This design comes from an exercise in tuning for small area and a short achievable clock period on the open sky130 flow, not from production work.
Where RTL was checked, it was by simulation tests only, not by an equivalence proof against the original.
The clock port is modelled as an ideal driver; clocking choices that lean on that would not hold on a real chip.
No activity file was given, so power comes from the tool's default toggle rates.

== lane 1 ==
## karatsaub
module karatsaub (
    input             clk,
    input             rst,
    input             in_valid,
    input      [31:0] in_a,
    input      [31:0] in_b,
    output            out_valid,
    output reg [63:0] out_c
);
Size: about 2,700 cells after synthesis, about 460 flip-flops, about 130 I/O pins.
Settings: LEC_CHECK=0, CAP_MARGIN=20, CORE_MARGIN=2, CORE_UTILIZATION=60, CTS_CLUSTER_DIAMETER=200, CTS_CLUSTER_SIZE=15, SLEW_MARGIN=20, SYNTH_HIERARCHICAL=1; clock period 10.0 ns.
standard.sh (not shown) runs the stock make flow with config.mk's settings and CLKGATE_MAP_FILE= SYNTH_SCRIPT=/design/flow/synth_recipe.tcl, a recipe that flattens the netlist after the stock synthesis.
==> flow/flow/run.sh <==
#!/bin/bash
# Layout flow: the standard synthesis unchanged, then the standard ORFS
# layout steps with timing repair aimed below the clock period (a larger
# setup slack margin), and before CTS the port buffers made plain
# buffers (pre_cts.tcl).  Each step's output goes to its own log.
set -e
bash standard.sh synth > synth.log 2>&1
bash standard.sh SETUP_SLACK_MARGIN=6.95 PRE_CTS_TCL=$PWD/flow/pre_cts.tcl HOOK_IN_BUF=sky130_fd_sc_hd__buf_1 HOOK_OUT_BUF=sky130_fd_sc_hd__buf_2 HOOK_FF_SIZE=2 HOOK_R1_SIZE=4  finish > layout.log 2>&1
==> flow/flow/pre_cts.tcl <==
# Port buffers: plain buffers instead of delay cells; output-stage flops
# optionally one size up (HOOK_FF_SIZE).  Only drive strengths and buffer
# types change.
set block [ord::get_db_block]
foreach bterm [$block getBTerms] {
  set net [$bterm getNet]
  if {$net == "NULL"} continue
  set name [$bterm getName]
  if {$name == "clk"} continue
  if {[$bterm getIoType] == "INPUT"} {
    foreach it [$net getITerms] {
      set inst [$it getInst]
      set m [[$inst getMaster] getName]
      if {[string match "*dlybuf*" $m] || [string match "*dlygate*" $m]} {
        replace_cell [$inst getName] $::env(HOOK_IN_BUF)
      }
    }
  } else {
    foreach it [$net getITerms] {
      if {![$it isOutputSignal]} continue
      set inst [$it getInst]
      replace_cell [$inst getName] $::env(HOOK_OUT_BUF)
      # the flop behind the output buffer
      foreach it2 [$inst getITerms] {
        if {![$it2 isInputSignal]} continue
        set n2 [$it2 getNet]
        foreach it3 [$n2 getITerms] {
          if {![$it3 isOutputSignal]} continue
          set f [$it3 getInst]
          set fm [[$f getMaster] getName]
          if {$::env(HOOK_FF_SIZE) != 1 && [regsub {_1$} $fm "_$::env(HOOK_FF_SIZE)" nm]} {
            if {[string match "*df*" $fm]} { replace_cell [$f getName] $nm }
          }
        }
      }
    }
  }
}
if {[info exists ::env(HOOK_R1_SIZE)] && $::env(HOOK_R1_SIZE) != ""} {
  foreach inst [$block getInsts] {
    set iname [$inst getName]
    if {![string match "r1_*" $iname]} continue
    set m [[$inst getMaster] getName]
    if {![string match "*dfxtp*" $m]} continue
    foreach it [$inst getITerms] {
      if {![$it isOutputSignal]} continue
      set n [$it getNet]
      if {$n == "NULL"} continue
      if {[llength [$n getITerms]] > 17} { replace_cell $iname sky130_fd_sc_hd__dfxtp_$::env(HOOK_R1_SIZE) }
    }
  }
}
Lane 1 completed every stage of the flow, and the final layout passed the timing, DRC and antenna checks.
What lane 2 does differently from lane 1 at the input level:
- CORE_UTILIZATION: 60 -> 65
-- flow/flow/run.sh --
<<< lane 1, line 6
set -e
bash standard.sh synth > synth.log 2>&1
bash standard.sh SETUP_SLACK_MARGIN=6.95 PRE_CTS_TCL=$PWD/flow/pre_cts.tcl HOOK_IN_BUF=sky130_fd_sc_hd__buf_1 HOOK_OUT_BUF=sky130_fd_sc_hd__buf_2 HOOK_FF_SIZE=2 HOOK_R1_SIZE=4  finish > layout.log 2>&1
>>> lane 2, line 6
set -e
bash standard.sh synth > synth.log 2>&1
bash standard.sh SETUP_SLACK_MARGIN=6.95 PRE_CTS_TCL=$PWD/flow/pre_cts.tcl HOOK_IN_BUF=sky130_fd_sc_hd__buf_1 HOOK_OUT_BUF=sky130_fd_sc_hd__buf_2 HOOK_FF_SIZE=1 HOOK_R1_SIZE=4  finish > layout.log 2>&1
The final critical delay including setup and external delays of lane 2 falls short of that of lane 1 by 0.015 ns. The total stage count of the critical path was comparable across lane 2 and lane 1. Looking at global routing met1 resource utilization, lane 2 sits 2.8 points higher than lane 1 does. Post-placement setup slack on lane 2 is up relative to lane 1. Compared with lane 1, in lane 2 proportion of layout cells with a drive suffix above 1 has decreased; final weighted congestion in routability-driven placement has increased.

* * *

Another version of the RTL of karatsaub (not shown whole).
For scale: roughly 470 flip-flops, ~130 I/O pins, roughly 31000 um^2 of cells after synthesis.
==> flow/config.mk <==
export PLATFORM = sky130hd
export DESIGN_NAME = karatsaub
export DESIGN_NICKNAME = karatsaub
export VERILOG_FILES = /design/flow/design.v
export SDC_FILE = /design/flow/constraint.sdc
export NUM_CORES = 4
export LEC_CHECK = 0
export CAP_MARGIN = 20
export CORE_MARGIN = 2
export CORE_UTILIZATION = 60
export CTS_CLUSTER_DIAMETER = 200
export CTS_CLUSTER_SIZE = 15
export SLEW_MARGIN = 20
export SYNTH_HIERARCHICAL = 1
==> flow/constraint.sdc <==
create_clock -name core_clock -period 10.0 [get_ports {clk}]
set_input_delay 2.0000 -clock core_clock [delete_from_list [all_inputs] [get_ports {clk}]]
set_output_delay 2.0000 -clock core_clock [all_outputs]
set_load 0.01 [all_outputs]
==> flow/flow/run.sh <==
#!/bin/bash
# Layout flow: the standard synthesis unchanged, then the standard ORFS
# layout steps with timing repair aimed below the clock period (a larger
# setup slack margin), and before CTS the port buffers made plain
# buffers (pre_cts.tcl).  Each step's output goes to its own log.
set -e
bash standard.sh synth > synth.log 2>&1
bash standard.sh SETUP_SLACK_MARGIN=6.95 PRE_CTS_TCL=$PWD/flow/pre_cts.tcl HOOK_IN_BUF=sky130_fd_sc_hd__buf_1 HOOK_OUT_BUF=sky130_fd_sc_hd__buf_2 HOOK_FF_SIZE=2 HOOK_R1_SIZE=4  finish > layout.log 2>&1
==> flow/flow/pre_cts.tcl <==
# Port buffers: plain buffers instead of delay cells; output-stage flops
# one size up.  Only drive strengths and buffer types change.
set block [ord::get_db_block]
foreach bterm [$block getBTerms] {
  set net [$bterm getNet]
  if {$net == "NULL"} continue
  set name [$bterm getName]
  if {$name == "clk"} continue
  if {[$bterm getIoType] == "INPUT"} {
    foreach it [$net getITerms] {
      set inst [$it getInst]
      set m [[$inst getMaster] getName]
      if {[string match "*dlybuf*" $m] || [string match "*dlygate*" $m]} {
        replace_cell [$inst getName] $::env(HOOK_IN_BUF)
      }
    }
  } else {
    foreach it [$net getITerms] {
      if {![$it isOutputSignal]} continue
      set inst [$it getInst]
      replace_cell [$inst getName] $::env(HOOK_OUT_BUF)
      # the flop behind the output buffer
      foreach it2 [$inst getITerms] {
        if {![$it2 isInputSignal]} continue
        set n2 [$it2 getNet]
        foreach it3 [$n2 getITerms] {
          if {![$it3 isOutputSignal]} continue
          set f [$it3 getInst]
          set fm [[$f getMaster] getName]
          if {[regsub {_1$} $fm "_$::env(HOOK_FF_SIZE)" nm]} {
            if {[string match "*df*" $fm]} { replace_cell [$f getName] $nm }
          }
        }
      }
    }
  }
}
if {[info exists ::env(HOOK_R1_SIZE)] && $::env(HOOK_R1_SIZE) != ""} {
  foreach inst [$block getInsts] {
    set iname [$inst getName]
    if {![string match "r1_*" $iname]} continue
    set m [[$inst getMaster] getName]
    if {![string match "*dfxtp*" $m]} continue
    foreach it [$inst getITerms] {
      if {![$it isOutputSignal]} continue
      set n [$it getNet]
      if {$n == "NULL"} continue
      if {[llength [$n getITerms]] > 17} { replace_cell $iname sky130_fd_sc_hd__dfxtp_$::env(HOOK_R1_SIZE) }
    }
  }
}
The baseline completed with no timing, DRC or antenna violations.
Change:
--- a/flow/flow/run.sh
+++ b/flow/flow/run.sh
@@ -7,2 +7,2 @@
 bash standard.sh synth > synth.log 2>&1
-bash standard.sh SETUP_SLACK_MARGIN=6.95 PRE_CTS_TCL=$PWD/flow/pre_cts.tcl HOOK_IN_BUF=sky130_fd_sc_hd__buf_1 HOOK_OUT_BUF=sky130_fd_sc_hd__buf_2 HOOK_FF_SIZE=2 HOOK_R1_SIZE=4  finish > layout.log 2>&1
+bash standard.sh SETUP_SLACK_MARGIN=7.05 PRE_CTS_TCL=$PWD/flow/pre_cts.tcl HOOK_IN_BUF=sky130_fd_sc_hd__buf_1 HOOK_OUT_BUF=sky130_fd_sc_hd__buf_2 HOOK_FF_SIZE=2 HOOK_R1_SIZE=4  finish > layout.log 2>&1
Utilization is higher by 1.0 points.
Final cell count stays flat.
Hold slack stays flat.
Combinational power came out higher by about 3%.
Total power goes up by 1.9%.
Change:
--- a/flow/flow/run.sh
+++ b/flow/flow/run.sh
@@ -7,2 +7,2 @@
 bash standard.sh synth > synth.log 2>&1
-bash standard.sh SETUP_SLACK_MARGIN=7.05 PRE_CTS_TCL=$PWD/flow/pre_cts.tcl HOOK_IN_BUF=sky130_fd_sc_hd__buf_1 HOOK_OUT_BUF=sky130_fd_sc_hd__buf_2 HOOK_FF_SIZE=2 HOOK_R1_SIZE=4  finish > layout.log 2>&1
+bash standard.sh SETUP_SLACK_MARGIN=6.95 PRE_CTS_TCL=$PWD/flow/pre_cts.tcl HOOK_IN_BUF=sky130_fd_sc_hd__buf_1 HOOK_OUT_BUF=sky130_fd_sc_hd__buf_2 HOOK_FF_SIZE=2 HOOK_R1_SIZE=4  finish > layout.log 2>&1
CTS_CLUSTER_DIAMETER = 300   (was 200)
CTS_CLUSTER_SIZE = 25   (was 15)
The new run completed with no timing, DRC or antenna violations.
Die area stays the same.
Synthesized area is unchanged.
Register-to-register slack loses 0.14 ns.
Worst setup slack loses 0.049 ns.
Via count shrinks slightly.
Clock-buffer cell count shrinks by 15.
Total power shrinks by a few percent.
No run of this note included a check of the RTL's function; only the layout flow was run.

* * *

## P
Another version of the RTL of karatsaub (not shown whole).
Size in the first run: ~130 I/O pins, about 0.033 mm² of cells after synthesis.
export LEC_CHECK = 0
export ABC_AREA = 1
export CAP_MARGIN = 20
export CORE_MARGIN = 2
export CORE_UTILIZATION = 60
export CTS_CLUSTER_DIAMETER = 150
export CTS_CLUSTER_SIZE = 25
export SLEW_MARGIN = 20
export SYNTH_HIERARCHICAL = 1
create_clock -name core_clock -period 10.0 [get_ports {clk}]
==> flow/flow/run.sh <==
#!/bin/bash
# Layout flow: the standard synthesis unchanged, then the standard ORFS
# layout steps with timing repair aimed below the clock period (a larger
# setup slack margin).  Each step's output goes to its own log.
set -e
bash standard.sh synth > synth.log 2>&1
bash standard.sh SETUP_SLACK_MARGIN=6.95 finish > layout.log 2>&1
P reached the end of the flow, and the finished layout is clean on the timing, DRC and antenna checks.
Edits applied to the flow inputs when going from P to Q:
Settings: CORE_UTILIZATION now 40, was 60; CTS_CLUSTER_DIAMETER no longer set, was 150; CTS_CLUSTER_SIZE no longer set, was 25.
==> comparison <==
Q was carried through to the last stage, and its layout satisfied the timing, DRC and antenna checks.
As far as fraction of the cycle the final worst path needs is concerned, P and Q perform about the same.
P -> Q: placed wire-length estimate after detailed placement increased slightly
[Q vs P] core utilization: lower in Q
Relative to Q, the following input files were edited for R:
Settings: CORE_UTILIZATION: 40 -> 65.
Q → R: via count climbed about 4%; total power climbed about 0.5%; wire length dropped about 4%; overall die area dropped about 40%. R vs. Q: measured slew at the worst slew-check pin shows an increase of 0.029 ns; critical path buffer and inverter count level; fmax moved up. R | stages: all done | timing, DRC, antenna: all pass. R: worst setup margin is 0.027 ns higher than what Q reported. The area added between synthesis and finish number comes out higher for Q vs R. Diff R..Q | critical path depth | unchanged.
What S does differently from R at the input level:
Settings: CORE_UTILIZATION: 65 -> 40; CTS_CLUSTER_DIAMETER: unset -> 200; CTS_CLUSTER_SIZE: unset -> 15.
[summary]
Buffer share of cell area down 0.34 points in S wrt R. When the final numbers for R and S were put side by side, the maximum achievable frequency turned out to be greater in R. STATUS final hold slack: S wins against R. On cell leakage power, R loses to S. Critical setup path kind: reg2reg -> S, reg2out -> R. Against R, via count in S fell by a few percent. Compared with R, in S clock group share of total power now smaller; clock latency at the later pin of the worst-skew pair comparable. S against R: final wirelength +about 4%; post-route clock period utilization neither gained nor lost much; post-route cell area now sits lower; worst setup slack now sits lower.
No run of this note included a check of the RTL's function; only the layout flow was run.

* * *

Another version of the RTL of karatsaub (not shown whole).
Size in the first run: ~3200 cells after synthesis, ~550 flip-flops, roughly 130 I/O pins, about 0.034 sq mm of cells after synthesis.
==> flow/config.mk <==
export PLATFORM = sky130hd
export DESIGN_NAME = karatsaub
export DESIGN_NICKNAME = karatsaub
export VERILOG_FILES = /design/flow/design.v
export SDC_FILE = /design/flow/constraint.sdc
export NUM_CORES = 4
export LEC_CHECK = 0
export ABC_AREA = 1
export CAP_MARGIN = 20
export CORE_MARGIN = 2
export CORE_UTILIZATION = 40
export SLEW_MARGIN = 20
export SYNTH_HIERARCHICAL = 1
==> flow/constraint.sdc <==
create_clock -name core_clock -period 10.0 [get_ports {clk}]
set_input_delay 2.0000 -clock core_clock [delete_from_list [all_inputs] [get_ports {clk}]]
set_output_delay 2.0000 -clock core_clock [all_outputs]
set_load 0.01 [all_outputs]
==> flow/flow/run.sh <==
#!/bin/bash
# Layout flow: the standard synthesis unchanged, then the standard ORFS
# layout steps with timing repair aimed below the clock period (a larger
# setup slack margin).  Each step's output goes to its own log.
set -e
bash standard.sh synth > synth.log 2>&1
bash standard.sh SETUP_SLACK_MARGIN=6.9 MATCH_CELL_FOOTPRINT=0 finish > layout.log 2>&1
Rerun with:
==> flow/run.sh (new file) <==
#!/bin/bash
# synth_recipe.tcl (not shown) runs the flow's synth.tcl, then flattens the netlist and writes it again
# the make line also repeats each setting of config.mk as NAME=value (left out here)
make -C /OpenROAD-flow-scripts/flow DESIGN_CONFIG=/design/flow/config.mk WORK_HOME=/design/flow/orfs CLKGATE_MAP_FILE= SYNTH_SCRIPT=/design/flow/synth_recipe.tcl finish
removed: flow/flow/run.sh
removed: flow/standard.sh
=> Non-clock buffer count went down by 1. Clock-buffer cell count is unchanged. Synthesized cell count does not change. Die area is unchanged. Hold slack stays flat. Wire length hardly moves. Clock power barely changes.
Rerun with:
==> flow/flow/run.sh (new file) <==
#!/bin/bash
# Layout flow: the standard synthesis unchanged, then the standard ORFS
# layout steps with timing repair aimed below the clock period (a larger
# setup slack margin).  Each step's output goes to its own log.
set -e
bash standard.sh synth > synth.log 2>&1
bash standard.sh SETUP_SLACK_MARGIN=6.9 finish > layout.log 2>&1
==> flow/standard.sh (new file) <==
#!/bin/bash
# synth_recipe.tcl (not shown) runs the flow's synth.tcl, then flattens the netlist and writes it again
# the make line also repeats each setting of config.mk as NAME=value (left out here)
make -C /OpenROAD-flow-scripts/flow DESIGN_CONFIG=/design/flow/config.mk WORK_HOME=/design/flow/orfs CLKGATE_MAP_FILE= SYNTH_SCRIPT=/design/flow/synth_recipe.tcl "${@:-finish}"
removed: flow/run.sh
Effect: The changed run ran to the end with no violations; synthesized area is unchanged; count of clock-buffer cells in the layout is unchanged; global-route usage hardly moves; cell area falls by 0.77%; via count came out higher by 0.49%; worst setup slack improves by 380 ps; power drops by 0.92%; die area does not change; utilization drops by 0.35 points; sequential cell count does not change; final cell count is about the same.

* * *

RTL: one of the versions met above, not the one the previous note started from.
Size in the first run: about 2700 cells after synthesis, ~460 flip-flops, ~0.031 sq mm of cells after synthesis.
export LEC_CHECK = 0
export CAP_MARGIN = 20
export CORE_MARGIN = 2
export CORE_UTILIZATION = 60
export CTS_CLUSTER_DIAMETER = 200
export CTS_CLUSTER_SIZE = 15
export SLEW_MARGIN = 20
export SYNTH_HIERARCHICAL = 1
create_clock -name core_clock -period 10.0 [get_ports {clk}]
==> flow/flow/run.sh <==
#!/bin/bash
# Layout flow: the standard synthesis unchanged, then the standard ORFS
# layout steps with timing repair aimed below the clock period (a larger
# setup slack margin), and before CTS the port buffers made plain
# buffers (pre_cts.tcl).  Each step's output goes to its own log.
set -e
bash standard.sh synth > synth.log 2>&1
bash standard.sh SETUP_SLACK_MARGIN=6.95 PRE_CTS_TCL=$PWD/flow/pre_cts.tcl HOOK_IN_BUF=sky130_fd_sc_hd__buf_1 HOOK_OUT_BUF=sky130_fd_sc_hd__buf_2 HOOK_FF_SIZE=1 HOOK_R1_SIZE=4  finish > layout.log 2>&1
==> flow/flow/pre_cts.tcl <==
# Port buffers: plain buffers instead of delay cells; output-stage flops
# optionally one size up (HOOK_FF_SIZE).  Only drive strengths and buffer
# types change.
set block [ord::get_db_block]
foreach bterm [$block getBTerms] {
  set net [$bterm getNet]
  if {$net == "NULL"} continue
  set name [$bterm getName]
  if {$name == "clk"} continue
  if {[$bterm getIoType] == "INPUT"} {
    foreach it [$net getITerms] {
      set inst [$it getInst]
      set m [[$inst getMaster] getName]
      if {[string match "*dlybuf*" $m] || [string match "*dlygate*" $m]} {
        replace_cell [$inst getName] $::env(HOOK_IN_BUF)
      }
    }
  } else {
    foreach it [$net getITerms] {
      if {![$it isOutputSignal]} continue
      set inst [$it getInst]
      replace_cell [$inst getName] $::env(HOOK_OUT_BUF)
      # the flop behind the output buffer
      foreach it2 [$inst getITerms] {
        if {![$it2 isInputSignal]} continue
        set n2 [$it2 getNet]
        foreach it3 [$n2 getITerms] {
          if {![$it3 isOutputSignal]} continue
          set f [$it3 getInst]
          set fm [[$f getMaster] getName]
          if {$::env(HOOK_FF_SIZE) != 1 && [regsub {_1$} $fm "_$::env(HOOK_FF_SIZE)" nm]} {
            if {[string match "*df*" $fm]} { replace_cell [$f getName] $nm }
          }
        }
      }
    }
  }
}
if {[info exists ::env(HOOK_R1_SIZE)] && $::env(HOOK_R1_SIZE) != ""} {
  foreach inst [$block getInsts] {
    set iname [$inst getName]
    if {![string match "r1_*" $iname]} continue
    set m [[$inst getMaster] getName]
    if {![string match "*dfxtp*" $m]} continue
    foreach it [$inst getITerms] {
      if {![$it isOutputSignal]} continue
      set n [$it getNet]
      if {$n == "NULL"} continue
      if {[llength [$n getITerms]] > 17} { replace_cell $iname sky130_fd_sc_hd__dfxtp_$::env(HOOK_R1_SIZE) }
    }
  }
}
The baseline ran to the end with no violations.
Rerun with:
--- a/flow/config.mk
+++ b/flow/config.mk
@@ -14 +14,2 @@
 export SYNTH_HIERARCHICAL = 1
+export TNS_END_PERCENT = 50
Effect: The changed run completed without violations; total power stays flat; via count rose slightly; clock power hardly moves; hold slack is about the same; first-iteration DRC count rose by a few percent; synthesized cell count stays the same; setup slack loses 0.075 ns.

-- port drivers added, routing unchanged --
Ports are ideal in the flow. The routed layouts listed here were re-timed in OpenROAD.
Step 1, drivers: a clkbuf_16 drives clk and a buf_2 each remaining input, both assumed.
Step 2, shift: input delay + t, output delay - t, t = (earliest + latest rising clock arrival at the registers) / 2. This alone moves slack from input paths to output paths.
Three values: no drivers, after step 1, after step 2; two values: the first two.
run	shift t [ns]	slack for setup (ns)	hold slack, ns
lane 1	0.630	6.928 / 6.865 / 6.974	0.330 / 0.330 / 0.330
lane 2	0.629	6.943 / 6.884 / 6.960	0.328 / 0.328 / 0.328
the first run of note 2	0.642	6.929 / 6.864 / 6.939	0.330 / 0.330 / 0.330
the second run of note 2	0.643	6.930 / 6.864 / 7.046	0.328 / 0.328 / 0.328
the third run of note 2	0.651	6.881 / 6.820 / 6.913	0.332 / 0.332 / 0.332
P	0.651	6.916 / 6.851 / 6.919	0.332 / 0.332 / 0.332
Q	0.683	6.908 / 6.841 / 6.893	0.323 / 0.323 / 0.323
R	0.659	6.935 / 6.871 / 6.956	0.323 / 0.323 / 0.323
S	0.646	6.921 / 6.876 / 6.900	0.327 / 0.327 / 0.327
the first run of note 4	0.661	6.916 / 6.849 / 6.813	0.328 / 0.328 / 0.328
the second run of note 4	0.663	6.529 / 6.460 / 6.804	0.328 / 0.328 / 0.328
the third run of note 4	0.663	6.905 / 6.836 / 6.822	0.328 / 0.328 / 0.328
the first run of note 5	0.631	6.956 / 6.892 / 6.958	0.331 / 0.331 / 0.331
the second run of note 5	0.631	6.881 / 6.879 / 6.881	0.331 / 0.331 / 0.331
After both steps setup and hold are still met in every run listed. For the first run of note 4, which loses most, drivers alone change the setup slack by -0.067 ns; drivers and shift together by -0.103 ns.
